What follows belongs to an exercise in optimizing a design on an open flow for small area, a short achievable clock period and few clock cycles; a production flow would make more cautious choices. The RTL was checked by simulation tests, not by an equivalence proof against the original design. Power and IR drop assume default switching activity.

== exp/lagoon ==
## mips54
module mips54(
input clk,
input rst,
output [31:0] pc,
input [31:0] inst,
output [31:0] dmem_addr,
output dmem_we,
output [3:0] dmem_wstrb,
output [31:0] dmem_wdata,
input [31:0] dmem_rdata
);
For scale: ~12000 cells after synthesis, roughly 2700 flip-flops, roughly 170 I/O pins, about 0.14 mm2 of cells after synthesis.
export LEC_CHECK = 0
export CAP_MARGIN = 20
export CORE_MARGIN = 2
export CORE_UTILIZATION = 40
export SLEW_MARGIN = 20
export SYNTH_HIERARCHICAL = 1
create_clock -name core_clock -period 20.0 [get_ports {clk}]
standard.sh (not shown) runs the stock make flow with config.mk's settings and CLKGATE_MAP_FILE= SYNTH_SCRIPT=/design/flow/synth_recipe.tcl, a recipe that flattens the netlist after the stock synthesis.
==> flow/flow/run.sh <==
#!/bin/bash
set -euo pipefail
ARGS=(SETUP_SLACK_MARGIN=14.5 "BUFFER_PORTS_ARGS=-buffer_cell sky130_fd_sc_hd__buf_4"
      CORE_UTILIZATION=50 PLACE_DENSITY=0.68 CTS_CLUSTER_SIZE=25 CTS_CLUSTER_DIAMETER=60
      SKIP_GATE_CLONING=1)
bash standard.sh "${ARGS[@]}" finish > flow_make.log 2>&1
RPT=orfs/reports/sky130hd/mips54/base/6_finish.rpt
ANT=$(grep -hoE "ANT-0002\] Found [0-9]+ net violations" orfs/logs/sky130hd/mips54/base/5_2_route.log | tail -1 | grep -oE "[0-9]+ net" | grep -oE "[0-9]+" || echo 0)
if grep -qE "max (slew|cap) violation count [1-9]" "$RPT" || [ "${ANT:-0}" != "0" ]; then
  cp "$RPT" 6_finish_first.rpt
  rm -f orfs/results/sky130hd/mips54/base/5_* orfs/results/sky130hd/mips54/base/6_* out/final.def
  ARGS[0]=SETUP_SLACK_MARGIN=14.2
  bash standard.sh "${ARGS[@]}" finish > flow_make_retry.log 2>&1
fi
exp/lagoon: PASS, flow complete, no timing, DRC or antenna violations
Testbench counts of exp/lagoon, summed over its fixed seeds: cycles 113,788.
Changes in exp/ember relative to exp/lagoon:
==> flow/flow/run.sh <==
#!/bin/bash
set -euo pipefail
bash standard.sh SETUP_SLACK_MARGIN=14.5 "BUFFER_PORTS_ARGS=-buffer_cell sky130_fd_sc_hd__buf_4" \
  CORE_UTILIZATION=45 PLACE_DENSITY=0.62 CTS_CLUSTER_SIZE=25 CTS_CLUSTER_DIAMETER=60 \
  finish > flow_make.log 2>&1
Findings:
- Between exp/lagoon and exp/ember, the flow reports fmax increasing slightly.
- | buffering overhead | lower: exp/lagoon |
- In the flow results for exp/ember and exp/lagoon, the register-to-register slack is larger on exp/ember.
- Static leakage in exp/ember is 1.6% higher than in exp/lagoon
- exp/ember: cell area is 0.0024 mm2 higher than what exp/lagoon reported.
- Cmp exp/ember and exp/lagoon / total internal power / higher: exp/ember
- Compared to exp/lagoon, the router laid down more metal wire for exp/ember.
- [exp/ember] post-synthesis to final-layout area growth rose 1.7 points relative to exp/lagoon
- Taking exp/lagoon as the reference point, the biggest cell delay along the critical path of exp/ember falls by 240 ps.
- Against exp/lagoon, count of antenna diodes in the layout in exp/ember rose by more than half.
- For exp/ember, the timing endpoint of the critical path was m_ar[30], unlike exp/lagoon, where it was pc_r[2].
- exp/ember: initial core utilization lower than exp/lagoon
Relative to exp/ember, the following input files were edited for exp/violet:
==> flow/flow/run.sh <==
#!/bin/bash
set -euo pipefail
bash standard.sh SETUP_SLACK_MARGIN=14.8 "BUFFER_PORTS_ARGS=-buffer_cell sky130_fd_sc_hd__buf_4" \
  CORE_UTILIZATION=45 PLACE_DENSITY=0.62 CTS_CLUSTER_SIZE=25 CTS_CLUSTER_DIAMETER=60 \
  finish > flow_make.log 2>&1
==> summary.txt <==
No crash in exp/violet: every stage finished, but the layout fails its final checks due to max-slew violations. Against exp/ember, worst hold slack in exp/violet came out better. Looking at portion of total power attributed to combinational logic across exp/violet and exp/ember, the one that comes out higher is exp/violet. For the final cell count, exp/violet came in 142 higher than exp/ember did. Compared exp/ember against exp/violet; final critical-path share of the clock period within noise.

what the ideal ports hide:
How much do the figures lean on ideal ports? The routed layouts below were timed once more, with nothing changed but the port constraints.
Step 1 assumes that a clkbuf_16 drives the clock port and a buf_2 every other input.
Step 2, shift: input delay + t, output delay - t, t = (earliest + latest rising clock arrival at the registers) / 2. This alone moves slack from input paths to output paths.
a / b / c = no drivers / after step 1 / after step 2; a / b = the first two.
| run | shift t [ns] | setup WS [ns] | hold WS [ns] | worst register clock-pin slew, ns | cell pins on the clock port's net |
|---|---|---|---|---|---|
| exp/lagoon | 1.054 | 14.237 / 14.237 / 13.565 | 0.385 / 0.385 / 0.385 | 0.10 / 0.10 | 1 |
| exp/ember | 1.059 | 14.341 / 14.271 / 13.548 | 0.389 / 0.389 / 0.389 | 0.10 / 0.10 | 1 |
| exp/violet | 1.073 | 14.356 / 14.250 / 13.564 | 0.406 / 0.406 / 0.406 | 0.10 / 0.10 | 1 |
The setup slack of exp/ember, which loses most, moves by -0.070 ns with the drivers and by -0.793 ns with both steps.
